Source: an optimization exercise on an open RTL-to-GDS flow (aim: a short achievable clock period). Production flows keep margins and buffers that such runs may drop. Power is estimated from default activity; no workload was simulated.

==> willow <==
## CPU
module CPU(clock, nReset, iMemOut, dMemOut, iAddr, dAddr, dWr, dMemIn);
clock: 9.0 ns
lec_check: 0
abc_clock_period_in_ps: 2000
cap_margin: 20
core_margin: 2
core_utilization: 50
slew_margin: 20
tns_end_percent: 100
standard.sh (not shown) runs the stock make flow with config.mk's settings and CLKGATE_MAP_FILE= SYNTH_SCRIPT=/design/flow/synth_recipe.tcl, a recipe that flattens the netlist after the stock synthesis.
==> flow/flow/run.sh <==
#!/bin/bash
set -euo pipefail
bash standard.sh SETUP_SLACK_MARGIN=6.3 finish > standard_flow.log 2>&1
==> yarrow: changes against willow <==
--- a/flow/design.v
+++ b/flow/design.v
@@ -152,100 +152,38 @@
 	begin
 		for (j = 0; j < 16; j = j + 1)
 			onehot4[j] = (n == j);
 	end
 endfunction
-function [31:0] add32;
-	input [31:0] a, b;
-	input cin;
-	reg [31:0] g, p, gn, pn;
-	integer i, d;
-	begin
-		g = a & b;
-		p = a ^ b;
-		g[0] = g[0] | (p[0] & cin);
-		for (d = 1; d < 32; d = d * 2) begin
-			gn = g;
-			pn = p;
-			for (i = d; i < 32; i = i + 1) begin
-				gn[i] = g[i] | (p[i] & g[i-d]);
-				pn[i] = p[i] & p[i-d];
-			end
-			g = gn;
-			p = pn;
-		end
-		add32 = a ^ b ^ {g[30:0], cin};
-	end
-endfunction
-function [19:0] add20;
-	input [19:0] a, b;
-	input cin;
-	reg [19:0] g, p, gn, pn;
-	integer i, d;
-	begin
-		g = a & b;
-		p = a ^ b;
-		g[0] = g[0] | (p[0] & cin);
-		for (d = 1; d < 20; d = d * 2) begin
-			gn = g;
-			pn = p;
-			for (i = d; i < 20; i = i + 1) begin
-				gn[i] = g[i] | (p[i] & g[i-d]);
-				pn[i] = p[i] & p[i-d];
-			end
-			g = gn;
-			p = pn;
-		end
-		add20 = a ^ b ^ {g[18:0], cin};
-	end
-endfunction
-function [19:0] inc4;
-	input [19:0] x;
-	integer i;
-	begin
-		inc4[1:0] = x[1:0];
-		for (i = 2; i < 20; i = i + 1)
-			inc4[i] = x[i] ^ (&(x[19:2] | ({18{1'b1}} << (i - 2))));
-	end
-endfunction
-function [31:0] dec4;
-	input [31:0] x;
-	integer i;
-	begin
-		dec4[1:0] = x[1:0];
-		for (i = 2; i < 32; i = i + 1)
-			dec4[i] = x[i] ^ ~(|(x[31:2] & ~({30{1'b1}} << (i - 2))));
-	end
-endfunction
-wire	[31:0]	aluSum = add32(ea, ebx, eCIN);
+wire	[31:0]	aluSum = ea + ebx + {31'b0, eCIN};
 wire	[31:0]	aluLog = ({32{eAND}} & (ea & ebx)) | ({32{eOR}} & (ea | ebx)) | ({32{eXOR}} & (ea ^ ebx));
 wire	[31:0]	aluRes = eADD ? aluSum : aluLog;
 wire	[31:0]	aluT = ea ^ ebx;
 wire	[31:0]	aluK = {ea[30:0] | ebx[30:0], eCIN};
 wire			aluSumZero = (aluT == aluK);
 wire			aluZero = eADD ? aluSumZero : ~|aluLog;
 wire	[19:0]	csS = ea[19:0] ^ ebx[19:0] ^ 20'h4;
 wire	[19:0]	csC = {(ea[18:0] & ebx[18:0]) | {16'b0, ea[2] | ebx[2], 2'b0}, eCIN};
-wire	[19:0]	aluSumP4 = add20(csS, csC, 1'b0);
-wire	[19:0]	aluLogP4 = inc4(aluLog[19:0]);
+wire	[19:0]	aluSumP4 = csS + csC;
+wire	[19:0]	aluLogP4 = aluLog[19:0] + 20'd4;
 wire	[19:0]	aluResP4 = eADD ? aluSumP4 : aluLogP4;
-wire	[31:0]	eaM4 = dec4(ea);
+wire	[31:0]	eaM4 = ea - 32'd4;
 wire	[31:0]	andM4 = eaM4 & ebx;
 wire	[42:0]	TrnsIn = eInTrns1 ? eFP_d1a : eFP_d2a;
 wire	[31:0]	TrnsLow = TrnsIn[31:0];
 wire	[31:0]	TrnsHigh = {21'b0, TrnsIn[42:32]};
 wire	[31:0]	addr32 = {12'b0, eDatRAMAddr};
 wire	[31:0]	early1 = ({32{sEa}} & ea) | ({32{sEaM4}} & eaM4) | ({32{sAndM4}} & andM4) |
 					({32{sTrns}} & TrnsLow) | ({32{sAddr}} & addr32);
-wire	[19:0]	early1P4 = ({20{sEa}} & inc4(ea[19:0])) | ({20{sEaM4}} & ea[19:0]) |
-					({20{sAndM4}} & inc4(andM4[19:0])) | ({20{sTrns}} & inc4(TrnsLow[19:0])) |
-					({20{sAddr}} & inc4(eDatRAMAddr));
-wire	[19:0]	memP4 = inc4(dMemOut[19:0]);
+wire	[19:0]	early1P4 = ({20{sEa}} & (ea[19:0] + 20'd4)) | ({20{sEaM4}} & ea[19:0]) |
+					({20{sAndM4}} & (andM4[19:0] + 20'd4)) | ({20{sTrns}} & (TrnsLow[19:0] + 20'd4)) |
+					({20{sAddr}} & (eDatRAMAddr + 20'd4));
+wire	[19:0]	memP4 = dMemOut[19:0] + 20'd4;
 wire	[31:0]	ed1 = sMem ? dMemOut : (sAlu ? aluRes : early1);
 wire	[19:0]	ed1P4 = sMem ? memP4 : (sAlu ? aluResP4 : early1P4);
 wire	[31:0]	ed2 = eiPOP_iFPOP ? dMemOut : TrnsHigh;
-wire	[19:0]	ed2P4 = eiPOP_iFPOP ? memP4 : inc4(TrnsHigh[19:0]);
+wire	[19:0]	ed2P4 = eiPOP_iFPOP ? memP4 : (TrnsHigh[19:0] + 20'd4);
 wire			memZero32 = ~|dMemOut;
 wire			memZero10 = ~|dMemOut[9:0];
 wire			INT_Zero = sMem ? memZero32 : (sAlu ? aluZero : ~|early1);
 wire			INT_Neg = ed1[31];
 wire	[42:0]	AbsOpp1 = {eAbs_CH1 ? 1'b0 : ~eFP_d1a[42], eFP_d1a[41:0]};
@@ -307,11 +245,11 @@
 wire	[31:0]	qb = rd32(Rflat, selB);
 wire	[31:0]	fqaEarly = mWa1 ? wd1 : (mWa2 ? wd2 : qa);
 wire	[31:0]	fqbEarly = mWb1 ? wd1 : (mWb2 ? wd2 : qb);
 wire	[31:0]	fqa = mEa1 ? ed1 : (mEa2 ? ed2 : fqaEarly);
 wire	[31:0]	fqb = mEb1 ? ed1 : (mEb2 ? ed2 : fqbEarly);
-wire	[19:0]	fqaP4 = mEa1 ? ed1P4 : (mEa2 ? ed2P4 : inc4(fqaEarly[19:0]));
+wire	[19:0]	fqaP4 = mEa1 ? ed1P4 : (mEa2 ? ed2P4 : (fqaEarly[19:0] + 20'd4));
 wire	[42:0]	FP_q1a = rd43(Fflat, selF1);
 wire	[42:0]	FP_q2a = rd43(Fflat, selF2);
 wire	[42:0]	fq1Early = mF1W1 ? wfd1 : (mF1W2 ? wfd2 : FP_q1a);
 wire	[42:0]	fq2Early = mF2W1 ? wfd1 : (mF2W2 ? wfd2 : FP_q2a);
 wire	[42:0]	FP_d1a = mF1E1 ? eFP_ed1 : (mF1E2 ? eFP_ed2 : fq1Early);
@@ -324,13 +262,13 @@
 wire			negtive = (FlagSel == 2'b01) ? FP_Neg_CH1 : ((FlagSel == 2'b10) ? FP_Neg_CH2 : INT_Neg);
 wire			positive = ~zero & ~negtive;
 wire			condTaken = (iJZ & zero) | (iJNZ & ~zero) | (iJNEG & negtive) | (iJPOS & positive);
 wire			NPCSel = ~discard & (iJMP | iCALL | iLDPC | condTaken);
 wire	[19:0]	immTgt = {IR[17:0], 2'b00};
-wire	[19:0]	brTgt = (iJMP | iCALL) ? immTgt : add20(IDPC, immTgt, 1'b0);
+wire	[19:0]	brTgt = (iJMP | iCALL) ? immTgt : (IDPC + immTgt);
 wire	[19:0]	NPC1 = iLDPC ? fqa[19:0] : brTgt;
-wire	[19:0]	NextPC = NPCSel ? NPC1 : inc4(PC);
+wire	[19:0]	NextPC = NPCSel ? NPC1 : (PC + 20'd4);
 wire			wregFP = INT_WReg_CH1 | INT_WReg_CH2;
 wire			wreg1 = ~discard & (iALU | iADDI | iSUBI | iANDI | iORI | iXORI | iCALL | iLD | iLUI | iSVFL |
 							iPOP | (isFP & wregFP) | pushAny | iPOP_iFPOP);
 wire			wreg2 = ~discard & (iPOP | (isFP & iTRNS2INT & ~svfl1 & ~svfl2));
 wire			wmem = ~discard & (iST | (isFP & (WMem_CH1 | WMem_CH2)) | pushAny);
==> flow/run.sh (new file) <==
#!/bin/bash
# synth_recipe.tcl (not shown) runs the flow's synth.tcl, then flattens the netlist and writes it again
# the make line also repeats each setting of config.mk as NAME=value (left out here)
make -C /OpenROAD-flow-scripts/flow DESIGN_CONFIG=/design/flow/config.mk WORK_HOME=/design/flow/orfs CLKGATE_MAP_FILE= SYNTH_SCRIPT=/design/flow/synth_recipe.tcl finish
==> flow/config.mk (replaced) <==
export PLATFORM = sky130hd
export DESIGN_NAME = CPU
export DESIGN_NICKNAME = CPU
export VERILOG_FILES = /design/flow/design.v
export SDC_FILE = /design/flow/constraint.sdc
export NUM_CORES = 8
export LEC_CHECK = 0
export ABC_CLOCK_PERIOD_IN_PS = 2500
export CAP_MARGIN = 20
export CORE_MARGIN = 2
export CORE_UTILIZATION = 40
export SETUP_SLACK_MARGIN = 5
export SLEW_MARGIN = 20
export TNS_END_PERCENT = 100
removed: flow/flow/run.sh
removed: flow/standard.sh
==> amber: changes against willow <==
==> flow/run.sh (new file) <==
#!/bin/bash
# synth_recipe.tcl (not shown) runs the flow's synth.tcl, then flattens the netlist and writes it again
# the make line also repeats each setting of config.mk as NAME=value (left out here)
make -C /OpenROAD-flow-scripts/flow DESIGN_CONFIG=/design/flow/config.mk WORK_HOME=/design/flow/orfs CLKGATE_MAP_FILE= SYNTH_SCRIPT=/design/flow/synth_recipe.tcl finish
--- a/flow/config.mk
+++ b/flow/config.mk
@@ -7,7 +7,8 @@
 export LEC_CHECK = 0
 export ABC_CLOCK_PERIOD_IN_PS = 2000
 export CAP_MARGIN = 20
 export CORE_MARGIN = 2
 export CORE_UTILIZATION = 50
+export SETUP_SLACK_MARGIN = 5
 export SLEW_MARGIN = 20
 export TNS_END_PERCENT = 100
removed: flow/flow/run.sh
removed: flow/standard.sh
==> maple: changes against willow <==
--- a/flow/design.v
+++ b/flow/design.v
@@ -1,5 +1,23 @@
+module BranchSel (
+	input	discard,
+	input	kUnc, kJZ, kJNZ, kJNEG, kJPOS,	 
+	input	bI, bF1, bF2,					 
+	input	sMA,							 
+	input	zEarly, nEarly,					 
+	input	zE1, nE1, zE2, nE2,				 
+	input	cz32, cz10, czA,				 
+	input	cn31,							 
+	input	z32, z10, d31, d10, aluZ, alu31,
+	output	T
+	);
+wire Ze = (bI & (sMA | zEarly)) | (bF1 & zE1) | (bF2 & zE2);
+wire Ne = (bI & ~sMA & nEarly) | (bF1 & nE1) | (bF2 & nE2);
+wire zero = Ze & (~cz32 | z32) & (~cz10 | z10) & (~czA | aluZ);
+wire neg = Ne | (cn31 & d31) | (cz10 & d10) | (czA & alu31);
+assign T = ~discard & (kUnc | (kJZ & zero) | (kJNZ & ~zero) | (kJNEG & neg) | (kJPOS & ~zero & ~neg));
+endmodule
 module CPU(clock, nReset, iMemOut, dMemOut, iAddr, dAddr, dWr, dMemIn);
 input						clock;
 input						nReset;
 input	[31:0]				iMemOut;
 input	[31:0]				dMemOut;
@@ -63,10 +81,11 @@
 reg				discard;
 reg		[15:0]	selA, selB, selF1, selF2;
 reg				mEa1, mEa2, mWa1, mWa2, mEb1, mEb2, mWb1, mWb2;
 reg				mF1E1, mF1E2, mF1W1, mF1W2, mF2E1, mF2E2, mF2W1, mF2W2;
 reg		[31:0]	ea;				 
+reg		[31:0]	eaX;			 
 reg		[31:0]	ebx;			 
 reg				eADD, eAND, eOR, eXOR, eCIN;
 reg				sMem, sAlu, sAndM4, sEa, sEaM4, sTrns, sAddr;
 reg		[3:0]	ewn1, ewn2;
 reg				ewreg1, ewreg2;
@@ -79,10 +98,11 @@
 reg				eFP_WReg_CH1, eFP_WReg_CH2;
 reg				pD1, pAb1, pL1a, pH1a, pL1b, pH1b, pE1;
 reg				pD2, pAb2, pL2a, pH2a, pL2b, pH2b, pE2;
 reg				eAbs_CH1, eAbs_CH2;
 reg				eInTrns1;
+reg				bI, bF1, bF2, bz32, bz10, bzA, bz31;
 reg		[31:0]	wd1, wd2;
 reg		[3:0]	wwn1, wwn2;
 reg				wwe1, wwe2;
 reg		[42:0]	wfd1, wfd2;
 reg		[3:0]	wfwn1, wfwn2;
@@ -226,25 +246,30 @@
 wire	[19:0]	csS = ea[19:0] ^ ebx[19:0] ^ 20'h4;
 wire	[19:0]	csC = {(ea[18:0] & ebx[18:0]) | {16'b0, ea[2] | ebx[2], 2'b0}, eCIN};
 wire	[19:0]	aluSumP4 = add20(csS, csC, 1'b0);
 wire	[19:0]	aluLogP4 = inc4(aluLog[19:0]);
 wire	[19:0]	aluResP4 = eADD ? aluSumP4 : aluLogP4;
-wire	[31:0]	eaM4 = dec4(ea);
-wire	[31:0]	andM4 = eaM4 & ebx;
+wire	[31:0]	andM4 = eaX & ebx;
 wire	[42:0]	TrnsIn = eInTrns1 ? eFP_d1a : eFP_d2a;
 wire	[31:0]	TrnsLow = TrnsIn[31:0];
 wire	[31:0]	TrnsHigh = {21'b0, TrnsIn[42:32]};
 wire	[31:0]	addr32 = {12'b0, eDatRAMAddr};
-wire	[31:0]	early1 = ({32{sEa}} & ea) | ({32{sEaM4}} & eaM4) | ({32{sAndM4}} & andM4) |
+wire	[31:0]	early1 = ({32{sEa}} & ea) | ({32{sEaM4}} & eaX) | ({32{sAndM4}} & andM4) |
 					({32{sTrns}} & TrnsLow) | ({32{sAddr}} & addr32);
 wire	[19:0]	early1P4 = ({20{sEa}} & inc4(ea[19:0])) | ({20{sEaM4}} & ea[19:0]) |
 					({20{sAndM4}} & inc4(andM4[19:0])) | ({20{sTrns}} & inc4(TrnsLow[19:0])) |
 					({20{sAddr}} & inc4(eDatRAMAddr));
 wire	[19:0]	memP4 = inc4(dMemOut[19:0]);
+wire	[31:0]	csSm = ea ^ ebx ^ 32'hfffffffc;
+wire	[31:0]	csCm = {ea[30:2] | ebx[30:2], ea[1:0] & ebx[1:0], eCIN};
+wire	[31:0]	aluResM4 = eADD ? add32(csSm, csCm, 1'b0) : dec4(aluLog);
+wire	[31:0]	memM4 = dec4(dMemOut);
 wire	[31:0]	ed1 = sMem ? dMemOut : (sAlu ? aluRes : early1);
 wire	[19:0]	ed1P4 = sMem ? memP4 : (sAlu ? aluResP4 : early1P4);
+wire	[31:0]	ed1M4 = sMem ? memM4 : (sAlu ? aluResM4 : dec4(early1));
 wire	[31:0]	ed2 = eiPOP_iFPOP ? dMemOut : TrnsHigh;
+wire	[31:0]	ed2M4 = eiPOP_iFPOP ? memM4 : dec4(TrnsHigh);
 wire	[19:0]	ed2P4 = eiPOP_iFPOP ? memP4 : inc4(TrnsHigh[19:0]);
 wire			memZero32 = ~|dMemOut;
 wire			memZero10 = ~|dMemOut[9:0];
 wire			INT_Zero = sMem ? memZero32 : (sAlu ? aluZero : ~|early1);
 wire			INT_Neg = ed1[31];
@@ -307,26 +332,33 @@
 wire	[31:0]	qb = rd32(Rflat, selB);
 wire	[31:0]	fqaEarly = mWa1 ? wd1 : (mWa2 ? wd2 : qa);
 wire	[31:0]	fqbEarly = mWb1 ? wd1 : (mWb2 ? wd2 : qb);
 wire	[31:0]	fqa = mEa1 ? ed1 : (mEa2 ? ed2 : fqaEarly);
 wire	[31:0]	fqb = mEb1 ? ed1 : (mEb2 ? ed2 : fqbEarly);
+wire	[31:0]	fqaM4 = mEa1 ? ed1M4 : (mEa2 ? ed2M4 : dec4(fqaEarly));
 wire	[19:0]	fqaP4 = mEa1 ? ed1P4 : (mEa2 ? ed2P4 : inc4(fqaEarly[19:0]));
 wire	[42:0]	FP_q1a = rd43(Fflat, selF1);
 wire	[42:0]	FP_q2a = rd43(Fflat, selF2);
 wire	[42:0]	fq1Early = mF1W1 ? wfd1 : (mF1W2 ? wfd2 : FP_q1a);
 wire	[42:0]	fq2Early = mF2W1 ? wfd1 : (mF2W2 ? wfd2 : FP_q2a);
 wire	[42:0]	FP_d1a = mF1E1 ? eFP_ed1 : (mF1E2 ? eFP_ed2 : fq1Early);
 wire	[42:0]	FP_d2a = mF2E1 ? eFP_ed1 : (mF2E2 ? eFP_ed2 : fq2Early);
 wire			INT_Pos = ~INT_Neg & ~INT_Zero;
 wire			FP_Pos_CH1 = ~FP_Neg_CH1 & ~FP_Zero_CH1;
 wire			FP_Pos_CH2 = ~FP_Neg_CH2 & ~FP_Zero_CH2;
-wire	[1:0]	FlagSel = IR[21:20];
-wire			zero = (FlagSel == 2'b01) ? FP_Zero_CH1 : ((FlagSel == 2'b10) ? FP_Zero_CH2 : INT_Zero);
-wire			negtive = (FlagSel == 2'b01) ? FP_Neg_CH1 : ((FlagSel == 2'b10) ? FP_Neg_CH2 : INT_Neg);
-wire			positive = ~zero & ~negtive;
-wire			condTaken = (iJZ & zero) | (iJNZ & ~zero) | (iJNEG & negtive) | (iJPOS & positive);
-wire			NPCSel = ~discard & (iJMP | iCALL | iLDPC | condTaken);
+wire			NPCSel;
+BranchSel i_BranchSel(
+	.discard(discard),
+	.kUnc(iJMP | iCALL | iLDPC), .kJZ(iJZ), .kJNZ(iJNZ), .kJNEG(iJNEG), .kJPOS(iJPOS),
+	.bI(bI), .bF1(bF1), .bF2(bF2), .sMA(sMem | sAlu),
+	.zEarly(~|early1), .nEarly(early1[31]),
+	.zE1(~|fpE1[41:0]), .nE1(fpE1[42]), .zE2(~|fpE2[41:0]), .nE2(fpE2[42]),
+	.cz32(bz32), .cz10(bz10), .czA(bzA), .cn31(bz31),
+	.z32(memZero32), .z10(memZero10), .d31(dMemOut[31]), .d10(dMemOut[10]),
+	.aluZ(aluZero), .alu31(aluRes[31]),
+	.T(NPCSel)
+	);
 wire	[19:0]	immTgt = {IR[17:0], 2'b00};
 wire	[19:0]	brTgt = (iJMP | iCALL) ? immTgt : add20(IDPC, immTgt, 1'b0);
 wire	[19:0]	NPC1 = iLDPC ? fqa[19:0] : brTgt;
 wire	[19:0]	NextPC = NPCSel ? NPC1 : inc4(PC);
 wire			wregFP = INT_WReg_CH1 | INT_WReg_CH2;
@@ -365,10 +397,15 @@
 wire	[19:0]	DatRAMAddr = useP ? fqaP4 : (useA ? fqa[19:0] : 20'b0);
 wire	[42:0]	TrnsInD = inTrns1 ? FP_d1a : FP_d2a;
 wire	[31:0]	DMemInD = isFP ? (FP_LowWordSel ? TrnsInD[31:0] : {21'b0, TrnsInD[42:32]}) : fqb;
 wire	[PDW-1:0] pdN = predecode(iMemOut);
 wire	[3:0]	rnaN = pdN[50:47], rnbN = pdN[54:51], frna1N = pdN[58:55], frna2N = pdN[62:59];
+wire	[1:0]	fsN = iMemOut[21:20];
+wire			fsF1N = fsN == 2'b01, fsF2N = fsN == 2'b10, fsIN = ~fsF1N & ~fsF2N;
+wire			nsAlu = nsAluAny & ~pushAny;
+wire			nL1 = (nT1a | nT1b) & FP_LowWordSel, nH1 = (nT1a | nT1b) & ~FP_LowWordSel;
+wire			nL2 = (nT2a | nT2b) & FP_LowWordSel, nH2 = (nT2a | nT2b) & ~FP_LowWordSel;
 always @(posedge clock or negedge nReset)
 	if (!nReset) begin
 		PC <= 20'b0;
 		IR <= 32'b0;
 		PD <= predecode(32'b0);
@@ -427,18 +464,19 @@
 		wfwe1 <= eFP_WReg_CH1;
 		wfwe2 <= eFP_WReg_CH2;
 	end
 always @(posedge clock) begin
 	ea <= da;
+	eaX <= fqaM4;
 	ebx <= fSUB ? ~db : db;
 	eADD <= fADD | fSUB;
 	eCIN <= fSUB;
 	eAND <= fAND;
 	eOR <= fOR;
 	eXOR <= fXOR;
 	sMem <= nsMem;
-	sAlu <= nsAluAny & ~pushAny;
+	sAlu <= nsAlu;
 	sAndM4 <= nsAluAny & pushAny;
 	sEa <= nsEaAny & ~pushAny;
 	sEaM4 <= nsEaAny & pushAny;
 	sTrns <= nsTrns;
 	sAddr <= nsAddr;
@@ -460,10 +498,17 @@
 	pL2b <= nT2b & FP_LowWordSel;  pH2b <= nT2b & ~FP_LowWordSel;
 	pE2 <= nT2e;
 	eAbs_CH1 <= abs1;
 	eAbs_CH2 <= abs2;
 	eInTrns1 <= inTrns1;
+	bI <= fsIN;
+	bF1 <= fsF1N;
+	bF2 <= fsF2N;
+	bz32 <= (fsIN & nsMem) | (fsF1N & nL1) | (fsF2N & nL2);
+	bz10 <= (fsF1N & nH1) | (fsF2N & nH2);
+	bzA <= fsIN & nsAlu;
+	bz31 <= fsIN & nsMem;
 	wd1 <= ed1;
 	wd2 <= ed2;
 	wwn1 <= ewn1;
 	wwn2 <= ewn2;
 	wfd1 <= eFP_ed1;
==> flow/flow/run.sh (replaced) <==
#!/bin/bash
# The standard layout (the standard.sh: unchanged synthesis, floorplan,
# power grid, placement, CTS and routing steps) with three repair settings:
#  - resizing may change a cell's footprint (drive strength);
#  - port buffers are buf_4 cells rather than the library's default pick.
# The constraints (constraint.sdc, the design's clock period) are unchanged.
set -euo pipefail
bash standard.sh SETUP_SLACK_MARGIN=6.3 MATCH_CELL_FOOTPRINT=0 \
	"BUFFER_PORTS_ARGS=-buffer_cell sky130_fd_sc_hd__buf_4" finish > standard_flow.log 2>&1
==> flow/config.mk (replaced) <==
export PLATFORM = sky130hd
export DESIGN_NAME = CPU
export DESIGN_NICKNAME = CPU
export VERILOG_FILES = /design/flow/design.v
export SDC_FILE = /design/flow/constraint.sdc
export NUM_CORES = 8
export LEC_CHECK = 0
export ABC_CLOCK_PERIOD_IN_PS = 1000
export CAP_MARGIN = 20
export CORE_MARGIN = 2
export CORE_UTILIZATION = 50
export SLEW_MARGIN = 20
export SYNTH_HIERARCHICAL = 1
export SYNTH_MINIMUM_KEEP_SIZE = 0
export TNS_END_PERCENT = 100
==> comparison <==
In willow the area after synthesis is lower than in yarrow, by 0.46%. The highest cell count belongs to maple, the lowest to amber. Sequential power is about the same in maple and amber. The highest sequential share of layout area belongs to amber, the lowest to maple. In amber the critical path depth is lower than in willow, by 7. Combinational power: yarrow is lower than maple (about 30%).
No run of this note included a check of the RTL's function; only the layout flow was run.

## what the ideal ports hide
No port has a modelled driver above. Below, the same layouts with a new extraction and two added sets of constraints. Step 1 sets driving cells, clkbuf_16 on the clock port and buf_2 on the other inputs (assumed; they add their load-dependent delay and slew). Step 2 adds t to the input delays and takes it off the output delays; t is the mean of the earliest and latest rising clock arrival at the registers after step 1. Input paths then give back, and output paths get back, about the clock's delay inside the block. Slacks: ideal ports / drivers / drivers and shift; pairs: ideal ports / drivers.
| run | t, ns | slack for setup (ns) | worst setup path after step 2 | pins driven straight from the clock port |
|---|---|---|---|---|
| willow | 0.975 | 4.090 / 4.090 / 3.310 | input to register | 1 |
| yarrow | 0.975 | 4.507 / 4.507 / 3.654 | input to register | 1 |
| amber | 0.967 | 4.131 / 4.131 / 3.348 | input to register | 1 |
| maple | 1.006 | 4.282 / 4.282 / 3.862 | input to register | 1 |
After both steps every run listed still meets setup and hold. The setup slack of yarrow, which loses most, moves by 0.000 ns with the drivers and by -0.853 ns with both steps.
